What follows belongs to an exercise in optimizing a design on an open flow for small area, a short achievable clock period and few clock cycles; a production flow would make more cautious choices.
At most, simulation tests tie the RTL to the original design; equivalence was not proved.
Power figures rest on the tool's default switching activity, not on a simulated workload.

## v6
Design data_memory_system, start of the top module:
module data_memory_system #(
	parameter DATA_WIDTH = 32,
	parameter ADDR_WIDTH = 10
)
(
	input  wire  			     CLK,
	input  wire  				 rst_n,
	input  wire 				 MemRead,
	input  wire  				 MemWrite,
	input  wire [ADDR_WIDTH-1:0] WordAddress,
	input  wire [DATA_WIDTH-1:0] DataIn,
	output wire                  Stall,
	output wire [DATA_WIDTH-1:0] DataOut,
	output wire                  MainRead,
	output wire                  MainWrite,
	output wire [ADDR_WIDTH-1:0] MainAddress,
	output wire [DATA_WIDTH-1:0] MainWriteData,
	input  wire                  MainReady,
	input  wire [DATA_WIDTH-1:0] MainData0,
	input  wire [DATA_WIDTH-1:0] MainData1,
	input  wire [DATA_WIDTH-1:0] MainData2,
	input  wire [DATA_WIDTH-1:0] MainData3
);
wire                  idle, fill_wr, word_wr, hit;
wire [DATA_WIDTH-1:0] lookup_data;
reg  [ADDR_WIDTH-1:0] addr_q;
reg  [DATA_WIDTH-1:0] wdata_q;
reg  [ADDR_WIDTH-1:0] addr_c;
reg  [DATA_WIDTH-1:0] wdata_c;
reg                   rd_c;
reg  [DATA_WIDTH-1:0] dout_q;
Controller ctrl (
	.rst_n(rst_n),
	.CLK(CLK),
	.Mem_Wr(MemWrite),
	.Mem_Rd(MemRead),
	.Hit(hit),
	.Ready(MainReady),
	.idle(idle),
	.Fill_wr(fill_wr),
	.Word_wr(word_wr),
	.EnMain_Rd(MainRead),
	.EnMain_Wr(MainWrite),
	.stall(Stall)
);
Cache_Memory #(
	.DATA_WIDTH(DATA_WIDTH),
	.ADDR_WIDTH(ADDR_WIDTH)
) cache (
	.rst_n(rst_n),
	.CLK(CLK),
	.Address(WordAddress),
	.Hit(hit),
	.Data_out(lookup_data),
	.Wr_Address(addr_c),
	.Fill_wr(fill_wr),
	.Word_wr(word_wr),
	.Fill_data(rd_c),
	.Word_in(wdata_c),
	.cache_in0(MainData0),
	.cache_in1(MainData1),
	.cache_in2(MainData2),
	.cache_in3(MainData3)
);
reg [DATA_WIDTH-1:0] main_word;
always @(*) begin
	case (addr_c[1:0])
		2'd0:    main_word = MainData0;
		2'd1:    main_word = MainData1;
		2'd2:    main_word = MainData2;
		default: main_word = MainData3;
	endcase
end
always @(posedge CLK) begin
	addr_q  <= WordAddress;
	wdata_q <= DataIn;
	addr_c  <= WordAddress & {ADDR_WIDTH{MemRead || MemWrite}};
	wdata_c <= DataIn & {DATA_WIDTH{MemWrite}};
  ...
export LEC_CHECK = 0
export ABC_AREA = 1
export CAP_MARGIN = 20
export CORE_MARGIN = 2
export CORE_UTILIZATION = 40
export CTS_CLUSTER_DIAMETER = 120
export CTS_CLUSTER_SIZE = 25
export SETUP_SLACK_MARGIN = 0.4
export SLEW_MARGIN = 20
export TNS_END_PERCENT = 10
create_clock -name core_clock -period 12.0 [get_ports {CLK}]
standard.sh (not shown) runs the stock make flow with config.mk's settings and CLKGATE_MAP_FILE= SYNTH_SCRIPT=/design/flow/synth_recipe.tcl, a recipe that flattens the netlist after the stock synthesis.
==> flow/flow/run.sh <==
#!/bin/bash
# The standard ORFS layout (standard.sh, unchanged synthesis), with:
#  - timing repair aiming at a tighter setup target than the 12 ns clock
#    needs: 8.0 ns of margin up to CTS, 8.3 ns at global routing (to leave
#    room for what detailed routing adds)
#  - buf_4 as the port buffer cell (buffer_ports picks a delay cell otherwise)
#  - sizing free to change a cell's footprint, so any buffer can be resized
# Each ORFS step keeps its own log under orfs/logs; make's output goes to
# make_cts.log and make_finish.log.
set -euo pipefail
export BUFFER_PORTS_ARGS="-buffer_cell sky130_fd_sc_hd__buf_4"
bash standard.sh SETUP_SLACK_MARGIN=8.0 MATCH_CELL_FOOTPRINT=0 cts > make_cts.log 2>&1
bash standard.sh SETUP_SLACK_MARGIN=8.3 MATCH_CELL_FOOTPRINT=0 finish > make_finish.log 2>&1
Testbench counts of v6, summed over its fixed seeds: cycles 138,291.
Relative to v6, the following input files were edited for v7:
Settings: changing TNS_END_PERCENT from 10 to 5.
Findings:
Comparing v6 and v7, the lower largest fanout on the critical path was measured on v7. Number of DRC markers in iteration 0: lower on v6. The routed via count of v6 and that of v7 are within noise of each other. Looking at relative slew slack, v7 sits 1.3 points higher than v6 does. Between v6 and v7, least setup slack across all paths after layout is lower for v6, v7 comes in above that. v7 -> v6: per-cell routed wire length flat. On worst hold slack, v6 tracks v7 almost exactly. Looking at post-cts repair resize count, v7 sits below v6.

Setup of 11-14:
The RTL this note starts from:
==> flow/design.v <==
module Controller (
	input  wire  rst_n,
	input  wire  CLK,
	input  wire  Mem_Wr,
	input  wire  Mem_Rd,
	input  wire  Hit,
	input  wire  Ready,
	output wire  idle,
	output wire  mem,
	output reg   EnMain_Rd,
	output reg   EnMain_Wr,
	output reg   st_hit,
	output reg   stall
);
localparam IDLE = 2'd0;
localparam MEM  = 2'd1;
localparam DONE = 2'd2;
reg [1:0] CS;
assign idle = (CS == IDLE);
assign mem  = (CS == MEM);
always @(posedge CLK, negedge rst_n) begin
	if (!rst_n) begin
		CS        <= IDLE;
		stall     <= 1'b1;
		EnMain_Rd <= 1'b0;
		EnMain_Wr <= 1'b0;
	end
	else begin
		case (CS)
			IDLE: begin
				if (Mem_Wr) begin
					CS        <= MEM;
					EnMain_Wr <= 1'b1;
				end
				else if (Mem_Rd && !Hit) begin
					CS        <= MEM;
					EnMain_Rd <= 1'b1;
				end
				else if (Mem_Rd) begin
					CS        <= DONE;
					stall     <= 1'b0;
				end
			end
			MEM: begin
				if (Ready) begin
					CS        <= DONE;
					stall     <= 1'b0;
					EnMain_Rd <= 1'b0;
					EnMain_Wr <= 1'b0;
				end
			end
			default: begin
				CS    <= IDLE;
				stall <= 1'b1;
			end
		endcase
	end
end
always @(posedge CLK) begin
	if (CS == IDLE)
		st_hit <= Hit;
end
endmodule
module Cache_Memory #(
	parameter DATA_WIDTH = 32,
	parameter ADDR_WIDTH = 10,
	parameter BLOCKS_NUM = 32,
	parameter INDEX      = $clog2(BLOCKS_NUM),
	parameter OFFSET     = 2,
	parameter TAG        = ADDR_WIDTH - INDEX - OFFSET
)
(
	input  wire                   rst_n,
	input  wire                   CLK,
	input  wire [ADDR_WIDTH-1:0]  Address,
	output wire                   Hit,
	output wire [DATA_WIDTH-1:0]  Data_out,
	input  wire [ADDR_WIDTH-1:0]  Wr_Address,
	input  wire                   Tag_wr,     
	input  wire                   Fill_wr,    
	input  wire                   Word_wr,    
	input  wire [DATA_WIDTH-1:0]  Word_in,
	input  wire [DATA_WIDTH-1:0]  cache_in0,
	input  wire [DATA_WIDTH-1:0]  cache_in1,
	input  wire [DATA_WIDTH-1:0]  cache_in2,
	input  wire [DATA_WIDTH-1:0]  cache_in3
);
integer i;
wire [INDEX-1:0]  index_mapping  = Address[OFFSET+INDEX-1:OFFSET];
wire [TAG-1:0]    tag_mapping    = Address[ADDR_WIDTH-1:OFFSET+INDEX];
wire [OFFSET-1:0] offset_mapping = Address[OFFSET-1:0];
wire [INDEX-1:0]  wr_index  = Wr_Address[OFFSET+INDEX-1:OFFSET];
wire [TAG-1:0]    wr_tag    = Wr_Address[ADDR_WIDTH-1:OFFSET+INDEX];
wire [OFFSET-1:0] wr_offset = Wr_Address[OFFSET-1:0];
reg [TAG-1:0]        tag   [BLOCKS_NUM-1:0];
reg                  valid [BLOCKS_NUM-1:0];
reg [DATA_WIDTH-1:0] cache_word0 [BLOCKS_NUM-1:0];
reg [DATA_WIDTH-1:0] cache_word1 [BLOCKS_NUM-1:0];
reg [DATA_WIDTH-1:0] cache_word2 [BLOCKS_NUM-1:0];
reg [DATA_WIDTH-1:0] cache_word3 [BLOCKS_NUM-1:0];
always @(posedge CLK, negedge rst_n) begin
	if (!rst_n) begin
		for (i = 0; i < BLOCKS_NUM; i = i + 1)
			valid[i] <= 1'b0;
	end
	else if (Tag_wr) begin
		valid[wr_index] <= 1'b1;
	end
end
always @(posedge CLK) begin
	if (Tag_wr)
		tag[wr_index] <= wr_tag;
	if (Fill_wr || (Word_wr && wr_offset == 2'd0))
		cache_word0[wr_index] <= Fill_wr ? cache_in0 : Word_in;
	if (Fill_wr || (Word_wr && wr_offset == 2'd1))
		cache_word1[wr_index] <= Fill_wr ? cache_in1 : Word_in;
	if (Fill_wr || (Word_wr && wr_offset == 2'd2))
		cache_word2[wr_index] <= Fill_wr ? cache_in2 : Word_in;
	if (Fill_wr || (Word_wr && wr_offset == 2'd3))
		cache_word3[wr_index] <= Fill_wr ? cache_in3 : Word_in;
end
assign Hit = valid[index_mapping] && (tag[index_mapping] == tag_mapping);
reg [DATA_WIDTH-1:0] word;
always @(*) begin
	case (offset_mapping)
		2'd0:    word = cache_word0[index_mapping];
		2'd1:    word = cache_word1[index_mapping];
		2'd2:    word = cache_word2[index_mapping];
		default: word = cache_word3[index_mapping];
	endcase
end
assign Data_out = word;
endmodule
module data_memory_system #(
	parameter DATA_WIDTH = 32,
	parameter ADDR_WIDTH = 10
)
(
	input  wire  			     CLK,
	input  wire  				 rst_n,
	input  wire 				 MemRead,
	input  wire  				 MemWrite,
	input  wire [ADDR_WIDTH-1:0] WordAddress,
	input  wire [DATA_WIDTH-1:0] DataIn,
	output wire                  Stall,
	output wire [DATA_WIDTH-1:0] DataOut,
	output wire                  MainRead,
	output wire                  MainWrite,
	output wire [ADDR_WIDTH-1:0] MainAddress,
	output wire [DATA_WIDTH-1:0] MainWriteData,
	input  wire                  MainReady,
	input  wire [DATA_WIDTH-1:0] MainData0,
	input  wire [DATA_WIDTH-1:0] MainData1,
	input  wire [DATA_WIDTH-1:0] MainData2,
	input  wire [DATA_WIDTH-1:0] MainData3
);
wire                  idle, mem, st_hit, hit;
wire [DATA_WIDTH-1:0] lookup_data;
reg  [ADDR_WIDTH-1:0] addr_q;
reg  [DATA_WIDTH-1:0] wdata_q;
reg  [DATA_WIDTH-1:0] dout_q;
Controller ctrl (
	.rst_n(rst_n),
	.CLK(CLK),
	.Mem_Wr(MemWrite),
	.Mem_Rd(MemRead),
	.Hit(hit),
	.Ready(MainReady),
	.idle(idle),
	.mem(mem),
	.EnMain_Rd(MainRead),
	.EnMain_Wr(MainWrite),
	.st_hit(st_hit),
	.stall(Stall)
);
Cache_Memory #(
	.DATA_WIDTH(DATA_WIDTH),
	.ADDR_WIDTH(ADDR_WIDTH)
) cache (
	.rst_n(rst_n),
	.CLK(CLK),
	.Address(WordAddress),
	.Hit(hit),
	.Data_out(lookup_data),
	.Wr_Address(addr_q),
	.Tag_wr(mem && MainRead),
	.Fill_wr(mem && MainRead),
	.Word_wr(mem && MainWrite && st_hit),
	.Word_in(wdata_q),
	.cache_in0(MainData0),
	.cache_in1(MainData1),
	.cache_in2(MainData2),
	.cache_in3(MainData3)
);
reg [DATA_WIDTH-1:0] main_word;
always @(*) begin
	case (addr_q[1:0])
		2'd0:    main_word = MainData0;
		2'd1:    main_word = MainData1;
		2'd2:    main_word = MainData2;
		default: main_word = MainData3;
	endcase
end
always @(posedge CLK) begin
	if (idle) begin
		addr_q  <= WordAddress;
		wdata_q <= DataIn;
	end
	dout_q <= idle ? lookup_data : main_word;
end
assign DataOut       = dout_q;
assign MainAddress   = addr_q;
assign MainWriteData = wdata_q;
endmodule
clock: 12.0 ns
lec_check: 0
cap_margin: 20
core_margin: 2
core_utilization: 40
setup_slack_margin: 0.4
slew_margin: 20
==> flow/flow/run.sh <==
#!/bin/bash
# Standard ORFS layout, with timing repair aiming at a much tighter
# setup target than the 12 ns clock needs.
set -euo pipefail
bash standard.sh SETUP_SLACK_MARGIN=8.4 finish > make_finish.log 2>&1
11-14 completed end to end with timing, DRC and antenna clean.
--- input diff 11-14..04-03 ---
==> flow/run.sh (new file) <==
#!/bin/bash
# synth_recipe.tcl (not shown) runs the flow's synth.tcl, then flattens the netlist and writes it again
# the make line also repeats each setting of config.mk as NAME=value (left out here)
make -C /OpenROAD-flow-scripts/flow DESIGN_CONFIG=/design/flow/config.mk WORK_HOME=/design/flow/orfs CLKGATE_MAP_FILE= SYNTH_SCRIPT=/design/flow/synth_recipe.tcl finish
removed: flow/flow/run.sh
removed: flow/standard.sh
Findings:
- 04-03: no failed stages, no open violations at the end
- On 04-03: shortest clock period the worst path allows after layout is 1.69 ns higher than what 11-14 gave.
- 04-03 against 11-14: cell area down 4.8%; total leakage power fell 4.4 nW; global-route usage fell 1.8 points; I/O pin total held steady; worst setup slack has decreased.
- Non-clock buffer count: lower on 04-03
- Global-route wire length before repair on 04-03 is down relative to 11-14.
Function was not checked in any run of this note: the RTL went through the layout flow alone.

afterwards: timing with drivers on the ports:
How much do the figures lean on ideal ports? The routed layouts below were timed once more, with nothing changed but the port constraints.
Step 1: set_driving_cell puts a clkbuf_16 on CLK and a buf_2 on each other input, an assumption about the parent block.
Step 2 also shifts input and output timing later by t, the mid clock arrival at the registers, as if the neighbouring blocks saw the same clock.
Slacks: ideal / step 1 / step 2; pairs: ideal / step 1.
run | shift t [ns] | setup WS [ns] | hold WS [ns] | worst setup path at the end
v6 | 1.067 | 7.857 / 7.872 / 6.865 | 0.473 / 0.473 / 0.473 | input to register
v7 | 1.059 | 7.942 / 7.861 / 6.847 | 0.473 / 0.473 / 0.473 | input to register
11-14 | 1.074 | 7.759 / 7.425 / 6.351 | 0.462 / 0.462 / 0.462 | input to register
04-03 | 1.079 | 6.066 / 6.151 / 5.071 | 0.460 / 0.460 / 0.460 | input to register
After both steps setup and hold are still met in every run listed. For 11-14, which loses most, drivers alone change the setup slack by -0.334 ns; drivers and shift together by -1.408 ns.
